Source: an optimization exercise on an open RTL-to-GDS flow (aim: small area). Production flows keep margins and buffers that such runs may drop.
At most, simulation tests tie the RTL to the original design; equivalence was not proved.
The clock input has no modelled driver; a real chip could not lean on it and would need a root buffer or a full tree.
Power figures rest on the tool's default switching activity, not on a simulated workload.

==> branch yarrow <==
// calculator
module calculator #(parameter BCDdigits = 2, parameter cols_count = 4, parameter rows_count = 4)(
  input clk, rst, start,
  output [cols_count-1:0] cols,
  input  [rows_count-1:0] rows,
  output reg [7:0] digit1, digit2, digit3, digit4,
  output reg sign);
==> flow/config.mk <==
export PLATFORM = sky130hd
export DESIGN_NAME = calculator
export DESIGN_NICKNAME = calculator
export VERILOG_FILES = /design/flow/design.v
export SDC_FILE = /design/flow/constraint.sdc
export NUM_CORES = 4
export LEC_CHECK = 0
export CAP_MARGIN = 20
export CORE_MARGIN = 2
export CORE_UTILIZATION = 40
export CTS_BUF_LIST = sky130_fd_sc_hd__clkbuf_8
export CTS_CLUSTER_SIZE = 25
export SLEW_MARGIN = 20
==> flow/constraint.sdc <==
create_clock -name core_clock -period 85.0 [get_ports {clk}]
set_input_delay 17.0000 -clock core_clock [delete_from_list [all_inputs] [get_ports {clk}]]
set_output_delay 17.0000 -clock core_clock [all_outputs]
set_load 0.01 [all_outputs]
standard.sh (not shown) runs the stock make flow with config.mk's settings and CLKGATE_MAP_FILE= SYNTH_SCRIPT=/design/flow/synth_recipe.tcl, a recipe that flattens the netlist after the stock synthesis.
==> flow/flow/run.sh <==
#!/bin/bash
# Own layout flow: the standard ORFS flow, except
#  - synthesis maps logic for area (no adder-cell extraction, ABC area script),
#    with the registers checked against the standard synthesis;
#  - ports are buffered with buf_1 cells.
# Every tool's output goes to a log file in this folder.
set -uo pipefail
W=$PWD
P=$FLOW_PLATFORM
ARGS=$(grep -m1 '^make -C' standard.sh | sed -E 's/.*SYNTH_SCRIPT=[^ ]+ //; s/"\$\{@:-finish\}"//')
export OWN_ABC_SCRIPT=$W/flow/area.abc

regs() { grep -oE '^ *sky130_fd_sc_hd__(df|edf|sdf|dl)[a-z]*_[0-9]+ +[^ ]+' "$1" | sed -E 's/_[0-9]+ +/ /; s/^ *//' | sort; }

# 1. standard synthesis, for reference
make -C $FLOW_HOME DESIGN_CONFIG=$FLOW_CONFIG WORK_HOME=$W/ref CLKGATE_MAP_FILE= SYNTH_SCRIPT=$W/synth_recipe.tcl $ARGS synth > ref_synth.log 2>&1
regs ref/results/$P/calculator/base/1_2_yosys.v > ref_regs.txt

# 2. own synthesis
make -C $FLOW_HOME DESIGN_CONFIG=$FLOW_CONFIG WORK_HOME=$W/orfs CLKGATE_MAP_FILE= SYNTH_SCRIPT=$W/flow/own_synth.tcl $ARGS synth > own_synth.log 2>&1
regs orfs/results/$P/calculator/base/1_2_yosys.v > own_regs.txt
if ! cmp -s ref_regs.txt own_regs.txt || [ ! -s own_regs.txt ]; then
  echo "registers differ from the standard synthesis: using it" > fallback.log
  rm -rf orfs
  SYN=$W/synth_recipe.tcl
else
  SYN=$W/flow/own_synth.tcl
fi

# 3. rest of the flow
make -C $FLOW_HOME DESIGN_CONFIG=$FLOW_CONFIG WORK_HOME=$W/orfs CLKGATE_MAP_FILE= SYNTH_SCRIPT=$SYN $ARGS \
  BUFFER_PORTS_ARGS="-buffer_cell sky130_fd_sc_hd__buf_1" finish > own_finish.log 2>&1

ODB=$W/orfs/results/$P/calculator/base/6_final.odb
if [[ -f $ODB ]]; then
  : # left out here: write the final layout as DEF
fi
==> flow/flow/area.abc <==
strash
dch -f
amap
strash
dch -f
amap
==> flow/flow/own_synth.tcl <==
# Same as synth_recipe.tcl (standard synthesis), except that full/half adders are
# not extracted and ABC maps for area with flow/area.abc.  Registers are untouched.
proc synth {args} { yosys synth -nofsm -noshare {*}$args }
proc extract_fa {args} { puts "own flow: extract_fa skipped" }
proc abc {args} {
  set keep {}
  set skip 0
  foreach a $args {
    if {$skip} { set skip 0; continue }
    if {$a eq "-script" || $a eq "-D" || $a eq "-constr"} { set skip 1; continue }
    lappend keep $a
  }
  puts "own flow: abc $keep -script $::env(OWN_ABC_SCRIPT)"
  yosys abc {*}$keep -script $::env(OWN_ABC_SCRIPT)
}
source $::env(SCRIPTS_DIR)/synth.tcl
# left out here: clear keep_hierarchy, flatten, clean up, hide names made inside functions, write 1_2_yosys.v
==> branch delta: changes against branch yarrow <==
--- a/flow/design.v
+++ b/flow/design.v
@@ -49,81 +49,83 @@
   wire cmp   = act & ~e;
   wire pass1 = cmp & (slot == 2'd0) & ~(st[3] & st[2] & st[1]);
   wire pass2 = cmp & (slot == 2'd1) & ~(st[3] & st[2] & st[1]) & sub;
   wire dab   = cmp & (slot == 2'd2) & ~(st[3] & st[2] & st[1]);
   wire errf  = cmp & (slot == 2'd3) & F;
   wire right = (pass1 & ~div) | pass2;
   wire dv    = pass1 & div;
   wire q0 = q[0] & ~(pass1 & F);
-  wire [7:0] X = dv ? {A[6:0], q[13] & ~F} : A;
-  wire [7:0] Y = dv ? ~B : (pass1 & (mul ? q0 : ~(st[3] | st[2] | st[1] | st[0]))) ? B : 8'd0;
-  wire cin = dv ? 1'b1 : mul & pass1 ? 1'b0 : (q0 ^ (pass1 ? sub : ~F));
+  wire st0 = ~(st[3] | st[2] | st[1] | st[0]);
+  wire q13m = q[13] & ~F;
+  wire [7:0] X = dv ? {A[6:0], q13m} : A;
+  wire [7:0] Y = dv ? ~B : (pass1 & (mul ? q0 : st0)) ? B : 8'd0;
+  wire cin = dv | (~(mul & pass1) & (q0 ^ (pass1 ? sub : ~F)));
   wire [8:0] cy;
   wire [7:0] sm;
   assign cy[0] = cin;
   genvar gi;
   generate for (gi = 0; gi < 8; gi = gi + 1) begin : add
     assign {cy[gi+1], sm[gi]} = fa(X[gi], Y[gi], cy[gi]);
   end endgenerate
   wire [8:0] sum = {cy[8], sm};
   wire ge = ~bz & (A[7] | sum[8]);
-  wire [7:0] An = dv ? (ge ? sum[7:0] : X) : sum[8:1];
+  wire dsh = dv & ~ge;                  
+  wire [7:0] An = dv ? sum[7:0] : sum[8:1];
   function [3:0] c3(input [3:0] n, input en);
     reg g;
     begin
       g = en & (n[3] | (n[2] & (n[1] | n[0])));
       c3 = {n[3] | g,
             g ? n[3] & n[0] : n[2],
             g ? (n[2] & n[1] & n[0]) | (n[3] & ~n[0]) : n[1],
             g ? ~n[0] & (n[1] | n[3]) : n[0]};
     end
   endfunction
   wire [15:0] dc = {d[15:12], c3(d[11:8], dab), c3(d[7:4], dab), c3(d[3:0], dab)};
   wire ovf5 = d[15] | (d[14] & (d[13] | d[12]));
   wire [1:0] ei = ~cnt[1:0];
   wire ebit = k[ei] & ~(e & ~f & ~kdig);
   wire pbit = ((st[3] | st[2]) & ~st[0]) | (st[3] & st[1] & st[0]);
   wire ent = act & e;
-  wire shl = (ent & ~(cnt[5] | cnt[4] | cnt[3] | cnt[2])) | dab | errf;
+  wire shl_hi = dab | errf;                                   
+  wire shl = (ent & ~(cnt[5] | cnt[4] | cnt[3] | cnt[2])) | shl_hi;   
   wire sbit = errf ? pbit : dab ? q[13] : ebit;
-  wire clr_hi = ent & (cnt == 6'd4);
   wire go   = ev & ~act;
   wire eNEW = go & (~(e | f) | (e & ~f & ~kdig & ~kop) | (e & f & kclr));
   wire eDIG = go & e & kdig;
   wire eOP2 = go & ~e & f;
   wire eCMP = go & e & (kop | (f & keq));
   wire clr_all = eNEW | eOP2 | (cmp & (cnt == 6'd31));
+  always @(posedge clk)
+    cnt <= go ? 6'd0 : cnt ^ {&cnt[4:0], &cnt[3:0], &cnt[2:0], &cnt[1:0], cnt[0], 1'b1};
   always @(posedge clk) begin
     if (!rst) begin
       e <= 1'b0; f <= 1'b0; act <= 1'b0;
     end else begin
       if (eNEW) begin e <= 1'b1; f <= 1'b0; end
       if (eOP2) begin e <= 1'b1; f <= 1'b1; end
       if (eCMP) begin e <= 1'b0; f <= ~keq; end
-      if (go & (eNEW | eDIG | eOP2 | eCMP)) begin act <= 1'b1; cnt <= 6'd0; end
-      else if (act) begin
-        cnt <= cnt ^ {&cnt[4:0], &cnt[3:0], &cnt[2:0], &cnt[1:0], cnt[0], 1'b1};
-        if ((e & cnt == 6'd4) | (~e & cnt == 6'd63)) act <= 1'b0;
-      end
+      if (go) act <= 1'b1;
+      else if ((e & cnt == 6'd3) | (~e & cnt == 6'd63)) act <= 1'b0;
     end
     if (eNEW) begin op <= 2'b10; s <= 1'b0; F <= 1'b1; end
     if (eCMP) nop <= k[1:0];
     if (cmp & cnt == 6'd14) begin
       F <= (mul & |A) | (sub & A[0]);
       if (div & bz) s <= 1'b0;
     end
     if (cmp & cnt == 6'd30 & sub) s <= s ^ F;
     if (cmp & cnt == 6'd31 & op[1]) F <= 1'b0;
     if (dab & ovf5) F <= 1'b1;
     if (cmp & cnt == 6'd63) op <= nop;
     if (clr_all) d <= 16'd0;
-    else if (shl) d <= {dc[14:0], sbit};
     else begin
-      if (clr_hi) d[15:8] <= 8'd0;
+      if (shl) d[7:0] <= {dc[6:0], sbit};
+      if (shl_hi | dsh) d[15:8] <= {dc[14:8], dv ? q13m : dc[7]};
       else if (pass1 | pass2) d[15:8] <= An;
     end
     if (right) q <= {sum[0], q[13:1]};
     else if (dv) q <= {q[12:0], ge};
     else if (dab) q <= {q[12:0], q[13]};
   end
   localparam [15:0] SA = 16'h07ed, SB = 16'h039f, SC = 16'h03fb, SD = 16'h076d,
                     SE = 16'h0d45, SF = 16'h0771, SG = 16'h0f7c;
--- a/flow/flow/run.sh
+++ b/flow/flow/run.sh
@@ -4,16 +4,20 @@
 #    with the registers checked against the standard synthesis;
 #  - ports are buffered with buf_1 cells.
 # Every tool's output goes to a log file in this folder.
 set -uo pipefail
 W=$PWD
 P=$FLOW_PLATFORM
 ARGS=$(grep -m1 '^make -C' standard.sh | sed -E 's/.*SYNTH_SCRIPT=[^ ]+ //; s/"\$\{@:-finish\}"//')
 export OWN_ABC_SCRIPT=$W/flow/area.abc
+# extra make arguments for the layout steps, one per line
+EXTRA=()
+if [[ -f flow/extra_args.txt ]]; then mapfile -t EXTRA < flow/extra_args.txt; fi
+EXTRA=("${EXTRA[@]//@W@/$W}")
 
 regs() { grep -oE '^ *sky130_fd_sc_hd__(df|edf|sdf|dl)[a-z]*_[0-9]+ +[^ ]+' "$1" | sed -E 's/_[0-9]+ +/ /; s/^ *//' | sort; }
 
 # 1. standard synthesis, for reference
 make -C $FLOW_HOME DESIGN_CONFIG=$FLOW_CONFIG WORK_HOME=$W/ref CLKGATE_MAP_FILE= SYNTH_SCRIPT=$W/synth_recipe.tcl $ARGS synth > ref_synth.log 2>&1
 regs ref/results/$P/calculator/base/1_2_yosys.v > ref_regs.txt
 
 # 2. own synthesis
@@ -24,14 +28,14 @@
   rm -rf orfs
   SYN=$W/synth_recipe.tcl
 else
   SYN=$W/flow/own_synth.tcl
 fi
 
 # 3. rest of the flow
 make -C $FLOW_HOME DESIGN_CONFIG=$FLOW_CONFIG WORK_HOME=$W/orfs CLKGATE_MAP_FILE= SYNTH_SCRIPT=$SYN $ARGS \
-  BUFFER_PORTS_ARGS="-buffer_cell sky130_fd_sc_hd__buf_1" finish > own_finish.log 2>&1
+  BUFFER_PORTS_ARGS="-buffer_cell sky130_fd_sc_hd__buf_1" "${EXTRA[@]}" finish > own_finish.log 2>&1
 
 ODB=$W/orfs/results/$P/calculator/base/6_final.odb
 if [[ -f $ODB ]]; then
   : # left out here: write the final layout as DEF
 fi
==> flow/flow/area.abc (replaced) <==
strash
&get -n
&deepsyn -T 30
&put
dch -f
amap
strash
dch -f
amap
strash
dch -f
amap
==> flow/flow/cts_hook.tcl (new file) <==
# Sourced before ORFS's CTS step: replaces TritonCTS by a one-level clock
# tree.  The clock net's sinks are split by x position into OWN_CTS_GROUPS
# groups of equal size, each driven by one OWN_CTS_BUF placed at its
# group's centre.  The clock port then drives only these buffers.
rename clock_tree_synthesis tritoncts_clock_tree_synthesis
proc clock_tree_synthesis {args} {
  set ngroups $::env(OWN_CTS_GROUPS)
  set block [ord::get_db_block]
  set db [ord::get_db]
  set master [$db findMaster $::env(OWN_CTS_BUF)]
  set clk [$block findNet $::env(OWN_CTS_NET)]
  set sinks {}
  foreach it [$clk getITerms] {
    set inst [$it getInst]
    set loc [$inst getLocation]
    lappend sinks [list [lindex $loc 0] [lindex $loc 1] $it]
  }
  set sinks [lsort -integer -index 0 $sinks]
  set n [llength $sinks]
  puts "own CTS: $n sinks, $ngroups buffers of [$master getName]"
  for {set g 0} {$g < $ngroups} {incr g} {
    set lo [expr {$g * $n / $ngroups}]
    set hi [expr {($g + 1) * $n / $ngroups - 1}]
    set grp [lrange $sinks $lo $hi]
    set sx 0; set sy 0
    foreach s $grp { incr sx [lindex $s 0]; incr sy [lindex $s 1] }
    set cx [expr {$sx / [llength $grp]}]
    set cy [expr {$sy / [llength $grp]}]
    set buf [odb::dbInst_create $block $master "clkbuf_own_$g"]
    set net [odb::dbNet_create $block "clknet_own_$g"]
    $net setSigType CLOCK
    [$buf findITerm A] connect $clk
    [$buf findITerm X] connect $net
    foreach s $grp {
      set it [lindex $s 2]
      $it disconnect
      $it connect $net
    }
    $buf setLocation $cx $cy
    $buf setPlacementStatus PLACED
    puts "own CTS: clkbuf_own_$g drives [llength $grp] sinks at ($cx, $cy)"
  }
  $clk setSigType CLOCK
}
==> flow/flow/extra_args.txt (new file) <==
PRE_CTS_TCL=@W@/flow/cts_hook.tcl
OWN_CTS_GROUPS=3
OWN_CTS_BUF=sky130_fd_sc_hd__clkbuf_8
OWN_CTS_NET=clk
SKIP_REPAIR_TIE_FANOUT=1
- CTS_BUF_LIST: sky130_fd_sc_hd__clkbuf_8 -> unset
- CTS_CLUSTER_SIZE: 25 -> unset
==> branch harbor: changes against branch yarrow <==
--- a/flow/design.v
+++ b/flow/design.v
@@ -49,28 +49,29 @@
   wire cmp   = act & ~e;
   wire pass1 = cmp & (slot == 2'd0) & ~(st[3] & st[2] & st[1]);
   wire pass2 = cmp & (slot == 2'd1) & ~(st[3] & st[2] & st[1]) & sub;
   wire dab   = cmp & (slot == 2'd2) & ~(st[3] & st[2] & st[1]);
   wire errf  = cmp & (slot == 2'd3) & F;
   wire right = (pass1 & ~div) | pass2;
   wire dv    = pass1 & div;
   wire q0 = q[0] & ~(pass1 & F);
-  wire [7:0] X = dv ? {A[6:0], q[13] & ~F} : A;
-  wire [7:0] Y = dv ? ~B : (pass1 & (mul ? q0 : ~(st[3] | st[2] | st[1] | st[0]))) ? B : 8'd0;
-  wire cin = dv ? 1'b1 : mul & pass1 ? 1'b0 : (q0 ^ (pass1 ? sub : ~F));
+  wire st0 = ~(st[3] | st[2] | st[1] | st[0]);
+  wire [7:0] X = dv ? {A[6:0] | {7{st0}}, ~(q[13] & ~F)} : A;
+  wire [7:0] Y = (dv | (pass1 & (mul ? q0 : st0))) ? B : 8'd0;
+  wire cin = ~dv & ~(mul & pass1) & (q0 ^ (pass1 ? sub : ~F));
   wire [8:0] cy;
   wire [7:0] sm;
   assign cy[0] = cin;
   genvar gi;
   generate for (gi = 0; gi < 8; gi = gi + 1) begin : add
     assign {cy[gi+1], sm[gi]} = fa(X[gi], Y[gi], cy[gi]);
   end endgenerate
   wire [8:0] sum = {cy[8], sm};
-  wire ge = ~bz & (A[7] | sum[8]);
+  wire ge = ~bz & ~((A[7] | st0) & sum[8]);
   wire [7:0] An = dv ? (ge ? sum[7:0] : X) : sum[8:1];
   function [3:0] c3(input [3:0] n, input en);
     reg g;
     begin
       g = en & (n[3] | (n[2] & (n[1] | n[0])));
       c3 = {n[3] | g,
             g ? n[3] & n[0] : n[2],
             g ? (n[2] & n[1] & n[0]) | (n[3] & ~n[0]) : n[1],
@@ -78,52 +79,51 @@
     end
   endfunction
   wire [15:0] dc = {d[15:12], c3(d[11:8], dab), c3(d[7:4], dab), c3(d[3:0], dab)};
   wire ovf5 = d[15] | (d[14] & (d[13] | d[12]));
   wire [1:0] ei = ~cnt[1:0];
   wire ebit = k[ei] & ~(e & ~f & ~kdig);
   wire pbit = ((st[3] | st[2]) & ~st[0]) | (st[3] & st[1] & st[0]);
   wire ent = act & e;
-  wire shl = (ent & ~(cnt[5] | cnt[4] | cnt[3] | cnt[2])) | dab | errf;
+  wire shl_hi = dab | errf;                                   
+  wire shl = (ent & ~(cnt[5] | cnt[4] | cnt[3] | cnt[2])) | shl_hi;   
   wire sbit = errf ? pbit : dab ? q[13] : ebit;
-  wire clr_hi = ent & (cnt == 6'd4);
   wire go   = ev & ~act;
   wire eNEW = go & (~(e | f) | (e & ~f & ~kdig & ~kop) | (e & f & kclr));
   wire eDIG = go & e & kdig;
   wire eOP2 = go & ~e & f;
   wire eCMP = go & e & (kop | (f & keq));
   wire clr_all = eNEW | eOP2 | (cmp & (cnt == 6'd31));
+  always @(posedge clk)
+    cnt <= go ? 6'd0 : cnt ^ {&cnt[4:0], &cnt[3:0], &cnt[2:0], &cnt[1:0], cnt[0], 1'b1};
   always @(posedge clk) begin
     if (!rst) begin
       e <= 1'b0; f <= 1'b0; act <= 1'b0;
     end else begin
       if (eNEW) begin e <= 1'b1; f <= 1'b0; end
       if (eOP2) begin e <= 1'b1; f <= 1'b1; end
       if (eCMP) begin e <= 1'b0; f <= ~keq; end
-      if (go & (eNEW | eDIG | eOP2 | eCMP)) begin act <= 1'b1; cnt <= 6'd0; end
-      else if (act) begin
-        cnt <= cnt ^ {&cnt[4:0], &cnt[3:0], &cnt[2:0], &cnt[1:0], cnt[0], 1'b1};
-        if ((e & cnt == 6'd4) | (~e & cnt == 6'd63)) act <= 1'b0;
-      end
+      if (go) act <= 1'b1;
+      else if ((e & cnt == 6'd3) | (~e & cnt == 6'd63)) act <= 1'b0;
     end
     if (eNEW) begin op <= 2'b10; s <= 1'b0; F <= 1'b1; end
     if (eCMP) nop <= k[1:0];
     if (cmp & cnt == 6'd14) begin
       F <= (mul & |A) | (sub & A[0]);
       if (div & bz) s <= 1'b0;
     end
     if (cmp & cnt == 6'd30 & sub) s <= s ^ F;
     if (cmp & cnt == 6'd31 & op[1]) F <= 1'b0;
     if (dab & ovf5) F <= 1'b1;
     if (cmp & cnt == 6'd63) op <= nop;
     if (clr_all) d <= 16'd0;
-    else if (shl) d <= {dc[14:0], sbit};
     else begin
-      if (clr_hi) d[15:8] <= 8'd0;
+      if (shl) d[7:0] <= {dc[6:0], sbit};
+      if (shl_hi) d[15:8] <= dc[14:7];
       else if (pass1 | pass2) d[15:8] <= An;
     end
     if (right) q <= {sum[0], q[13:1]};
     else if (dv) q <= {q[12:0], ge};
     else if (dab) q <= {q[12:0], q[13]};
   end
   localparam [15:0] SA = 16'h07ed, SB = 16'h039f, SC = 16'h03fb, SD = 16'h076d,
                     SE = 16'h0d45, SF = 16'h0771, SG = 16'h0f7c;
--- a/flow/flow/run.sh
+++ b/flow/flow/run.sh
@@ -4,16 +4,19 @@
 #    with the registers checked against the standard synthesis;
 #  - ports are buffered with buf_1 cells.
 # Every tool's output goes to a log file in this folder.
 set -uo pipefail
 W=$PWD
 P=$FLOW_PLATFORM
 ARGS=$(grep -m1 '^make -C' standard.sh | sed -E 's/.*SYNTH_SCRIPT=[^ ]+ //; s/"\$\{@:-finish\}"//')
 export OWN_ABC_SCRIPT=$W/flow/area.abc
+# extra make arguments for the layout steps, one per line
+EXTRA=()
+if [[ -f flow/extra_args.txt ]]; then mapfile -t EXTRA < flow/extra_args.txt; fi
 
 regs() { grep -oE '^ *sky130_fd_sc_hd__(df|edf|sdf|dl)[a-z]*_[0-9]+ +[^ ]+' "$1" | sed -E 's/_[0-9]+ +/ /; s/^ *//' | sort; }
 
 # 1. standard synthesis, for reference
 make -C $FLOW_HOME DESIGN_CONFIG=$FLOW_CONFIG WORK_HOME=$W/ref CLKGATE_MAP_FILE= SYNTH_SCRIPT=$W/synth_recipe.tcl $ARGS synth > ref_synth.log 2>&1
 regs ref/results/$P/calculator/base/1_2_yosys.v > ref_regs.txt
 
 # 2. own synthesis
@@ -24,14 +27,14 @@
   rm -rf orfs
   SYN=$W/synth_recipe.tcl
 else
   SYN=$W/flow/own_synth.tcl
 fi
 
 # 3. rest of the flow
 make -C $FLOW_HOME DESIGN_CONFIG=$FLOW_CONFIG WORK_HOME=$W/orfs CLKGATE_MAP_FILE= SYNTH_SCRIPT=$SYN $ARGS \
-  BUFFER_PORTS_ARGS="-buffer_cell sky130_fd_sc_hd__buf_1" finish > own_finish.log 2>&1
+  BUFFER_PORTS_ARGS="-buffer_cell sky130_fd_sc_hd__buf_1" "${EXTRA[@]}" finish > own_finish.log 2>&1
 
 ODB=$W/orfs/results/$P/calculator/base/6_final.odb
 if [[ -f $ODB ]]; then
   : # left out here: write the final layout as DEF
 fi
==> flow/flow/area.abc (replaced) <==
strash
&get -n
&deepsyn -T 30
&put
dch -f
amap
strash
dch -f
amap
strash
dch -f
amap
==> flow/flow/extra_args.txt (new file) <==
CTS_ARGS=-sink_clustering_enable -repair_clock_nets -buf_list sky130_fd_sc_hd__clkbuf_8 -root_buf sky130_fd_sc_hd__clkbuf_8 -sink_clustering_size 30 -sink_clustering_max_diameter 300 -dont_use_dummy_load
- CTS_BUF_LIST: sky130_fd_sc_hd__clkbuf_8 -> unset
- CTS_CLUSTER_SIZE: 25 -> unset
==> branch garnet: changes against branch yarrow <==
==> flow/design.v (replaced) <==
module calculator #(parameter BCDdigits = 2, parameter cols_count = 4, parameter rows_count = 4)(
  input clk, rst, start,
  output [cols_count-1:0] cols,
  input  [rows_count-1:0] rows,
  output reg [7:0] digit1, digit2, digit3, digit4,
  output reg sign);
  reg [1:0] c;           
  reg       busy;        
  wire      rnz = |rows;
  always @(posedge clk) begin
    busy <= rnz;
    if (!rst) c <= 2'd0;
    else if (start & ~busy & ~rnz) c <= {c[1] ^ c[0], ~c[0]};
  end
  assign cols = {c[1] & c[0], c[1] & ~c[0], ~c[1] & c[0], ~c[1] & ~c[0]};
  wire ev = ~busy & rnz;                          
  wire [3:0] k = {rows[0] | rows[1], rows[0] | rows[2], c};
  wire kdig = ~k[3] | (~k[2] & ~k[1]);            
  wire kop  = k[3] & (k[2] ^ k[1]);               
  wire keq  = k[3] & k[2] & k[1] & ~k[0];         
  wire kclr = k[3] & k[2] & k[1] & k[0];          
  reg e, f;
  reg [1:0] op, nop;     
  reg s;                 
  reg F;                 
  reg act, kind;         
  reg [5:0] cnt;
  reg [15:0] d;          
  reg [13:0] q;          
  wire [7:0] A = d[15:8];
  wire [3:0] st = cnt[3:0];
  wire [1:0] slot = cnt[5:4];
  function [1:0] fa(input a, input b, input ci); fa = {(a & b) | (ci & (a ^ b)), a ^ b ^ ci}; endfunction
  function [1:0] ha(input a, input b); ha = {a & b, a ^ b}; endfunction
  wire [3:0] h = d[7:4], l = d[3:0];
  wire [1:0] b1 = ha(l[1], h[0]);
  wire [1:0] b2 = fa(l[2], h[1], b1[1]);
  wire [1:0] b3a = fa(l[3], h[2], h[0]);
  wire [1:0] b3 = ha(b3a[0], b2[1]);
  wire [1:0] b4a = fa(h[3], h[1], b3a[1]);
  wire [1:0] b4 = ha(b4a[0], b3[1]);
  wire [1:0] b5a = fa(h[2], b4a[1], b4[1]);
  wire [1:0] b6 = ha(h[3], b5a[1]);
  wire [7:0] B = {b6[1], b6[0], b5a[0], b4[0], b3[0], b2[0], b1[0], l[0]};
  wire bz = ~|d[7:0];
  wire mul = ~op[1] & ~op[0];
  wire div = ~op[1] & op[0];
  wire sub = op[1] & (op[0] ^ s);
  wire cmp   = act & kind;
  wire pass1 = cmp & (slot == 2'd0) & ~(st[3] & st[2] & st[1]);
  wire pass2 = cmp & (slot == 2'd1) & ~(st[3] & st[2] & st[1]) & sub;
  wire dab   = cmp & (slot == 2'd2) & ~(st[3] & st[2] & st[1]);
  wire errf  = cmp & (slot == 2'd3) & F;
  wire right = (pass1 & ~div) | pass2;
  wire dv    = pass1 & div;
  wire [7:0] X = dv ? {A[6:0], q[13]} : A;
  wire [7:0] Y = dv ? ~B : (pass1 & (mul ? q[0] : ~(st[3] | st[2] | st[1] | st[0]))) ? B : 8'd0;
  wire cin = dv ? 1'b1 : mul & pass1 ? 1'b0 : (q[0] ^ (pass1 ? sub : ~F));
  wire [8:0] cy;
  wire [7:0] sm;
  assign cy[0] = cin;
  genvar gi;
  generate for (gi = 0; gi < 8; gi = gi + 1) begin : add
    assign {cy[gi+1], sm[gi]} = fa(X[gi], Y[gi], cy[gi]);
  end endgenerate
  wire [8:0] sum = {cy[8], sm};
  wire ge = ~bz & (A[7] | sum[8]);
  wire [7:0] An = dv ? (ge ? sum[7:0] : X) : sum[8:1];
  function [3:0] c3(input [3:0] n, input en);
    reg g;
    begin
      g = en & (n[3] | (n[2] & (n[1] | n[0])));
      c3 = {n[3] | g,
            g ? n[3] & n[0] : n[2],
            g ? (n[2] & n[1] & n[0]) | (n[3] & ~n[0]) : n[1],
            g ? ~n[0] & (n[1] | n[3]) : n[0]};
    end
  endfunction
  wire [15:0] dc = {d[15:12], c3(d[11:8], dab), c3(d[7:4], dab), c3(d[3:0], dab)};
  wire ovf5 = d[15] | (d[14] & (d[13] | d[12]));
  wire [1:0] ei = ~cnt[1:0];
  wire ebit = k[ei] & ~(e & ~f & ~kdig);
  wire pbit = ((st[3] | st[2]) & ~st[0]) | (st[3] & st[1] & st[0]);
  wire ent = act & ~kind;
  wire shl = (ent & ~(cnt[5] | cnt[4] | cnt[3] | cnt[2])) | dab | errf;
  wire sbit = errf ? pbit : dab ? q[13] : ebit;
  wire clr_hi = ent & (cnt == 6'd4);
  wire go   = ev & ~act;
  wire eNEW = go & (~(e | f) | (e & ~f & ~kdig & ~kop) | (e & f & kclr));
  wire eDIG = go & e & kdig;
  wire eOP2 = go & ~e & f;
  wire eCMP = go & e & (kop | (f & keq));
  wire clr_all = eNEW | eOP2 | (cmp & (cnt == 6'd31));
  always @(posedge clk) begin
    if (!rst) begin
      e <= 1'b0; f <= 1'b0; act <= 1'b0;
    end else begin
      if (eNEW) begin e <= 1'b1; f <= 1'b0; end
      if (eOP2) begin e <= 1'b1; f <= 1'b1; end
      if (eCMP) begin e <= 1'b0; f <= ~keq; end
      if (go & (eNEW | eDIG | eOP2 | eCMP)) begin act <= 1'b1; kind <= eCMP; cnt <= 6'd0; end
      else if (act) begin
        cnt <= cnt ^ {&cnt[4:0], &cnt[3:0], &cnt[2:0], &cnt[1:0], cnt[0], 1'b1};
        if ((~kind & cnt == 6'd4) | (kind & cnt == 6'd63)) act <= 1'b0;
      end
    end
    if (eNEW) begin op <= 2'b10; s <= 1'b0; end
    if (eCMP) begin nop <= k[1:0]; F <= 1'b0; end
    if (cmp & cnt == 6'd14) begin
      if (mul) F <= |A;
      if (sub) F <= A[0];
      if (div & bz) s <= 1'b0;
    end
    if (cmp & cnt == 6'd30 & sub) s <= s ^ F;
    if (cmp & cnt == 6'd31 & op[1]) F <= 1'b0;
    if (dab & ovf5) F <= 1'b1;
    if (cmp & cnt == 6'd63) op <= nop;
    if (clr_all) d <= 16'd0;
    else if (shl) d <= {dc[14:0], sbit};
    else begin
      if (clr_hi) d[15:8] <= 8'd0;
      else if (pass1 | pass2) d[15:8] <= An;
    end
    if (eNEW | errf) q <= 14'd0;
    else if (right) q <= {sum[0], q[13:1]};
    else if (dv) q <= {q[12:0], ge};
    else if (dab) q <= {q[12:0], q[13]};
  end
  localparam [15:0] SA = 16'h07ed, SB = 16'h039f, SC = 16'h03fb, SD = 16'h076d,
                    SE = 16'h0d45, SF = 16'h0771, SG = 16'h0f7c;
  function [7:0] seg(input [3:0] n);
    seg = {1'b0, SA[n], SB[n], SC[n], SD[n], SE[n], SF[n], SG[n]};
  endfunction
  always @* begin
    digit1 = seg(d[15:12]);
    digit2 = seg(d[11:8]);
    digit3 = seg(d[7:4]);
    digit4 = seg(d[3:0]);
    sign = s & ~e;
  end
endmodule
- CTS_BUF_LIST: sky130_fd_sc_hd__clkbuf_8 -> unset
- CTS_CLUSTER_SIZE: 25 -> unset
==> qor summary <==
	branch delta	branch harbor	branch garnet	branch yarrow
Tot GR Track Use	0.1856	0.2127	0.1970	0.2002
GRT met1 Usage	0.2676	0.2967	0.2759	0.2988
Skew-Pair Late Insertion Delay	160 ps	310 ps	300 ps	300 ps
Wire length after detailed routing	7.986 mm	8.938 mm	9.345 mm	8.657 mm
Area after detailed placement	3423 um^2	3471 um^2	3749 um^2	3618 um^2
Min setup slack post-route	65,330 ps	65,750 ps	65,680 ps	65,600 ps
Gpl congestion	0.8476	0.8720	0.8639	0.8739
Run status	finished clean	finished clean	finished clean	finished clean
Setup slack of the worst register-to-register path	79,580 ps	78,780 ps	78,740 ps	78,920 ps
Tot Pwr	99.08 uW	92.92 uW	75.61 uW	81.87 uW
Met3 usage in global routing	0.008058	0.03223	0.02806	0.03083
Slew @ Worst Pin	976.6 ps	962.1 ps	976.1 ps	820.4 ps
Clock transition at path regs	110 ps	80 ps	100 ps	80 ps
Non-clock inverter total of the final layout	56	57	57	64
Cell Pwr Density	28.60 nW/um^2	26.22 nW/um^2	19.66 nW/um^2	22.11 nW/um^2
Die area	8657 um^2	8713 um^2	9428 um^2	9109 um^2
Internal cell power	52.25 uW	49.17 uW	44.52 uW	45.89 uW
Post-Synth Simple-Gate Area	0.2560	0.2853	0.2486	0.2200
For branch harbor and branch garnet, only the layout was checked, not whether the RTL still works. The clock cells of branch delta come from the design's own scripts or RTL, not from TritonCTS.

==> afterwards: timing with drivers on the ports <==
The flow's constraints put no driver on any port. The routed layouts listed below were extracted and timed again, unchanged, in two steps.
Step 1, drivers: a clkbuf_16 drives clk and a buf_2 each remaining input, both assumed.
Step 2 also shifts input and output timing later by t, the mid clock arrival at the registers, as if the neighbouring blocks saw the same clock.
a / b / c = ideal ports / drivers / drivers and shift; a / b = the first two.
run | shift t [ns] | setup slack, ns | worst setup path at the end | clock arrival spread, ns | worst slew at a driven data input, ns
branch yarrow | 0.333 | 65.603 / 65.617 / 65.285 | input to register | 0.010 / 0.009 | 0.03
branch delta | 0.205 | 65.325 / 65.350 / 65.145 | input to register | 0.008 / 0.008 | 0.03
branch harbor | 0.330 | 65.748 / 65.759 / 65.430 | input to register | 0.018 / 0.017 | 0.03
branch garnet | 0.322 | 65.681 / 65.684 / 65.362 | input to register | 0.011 / 0.012 | 0.03
After both steps every run listed still meets setup and hold. The setup slack of branch garnet, which loses most, moves by +0.003 ns with the drivers and by -0.319 ns with both steps.
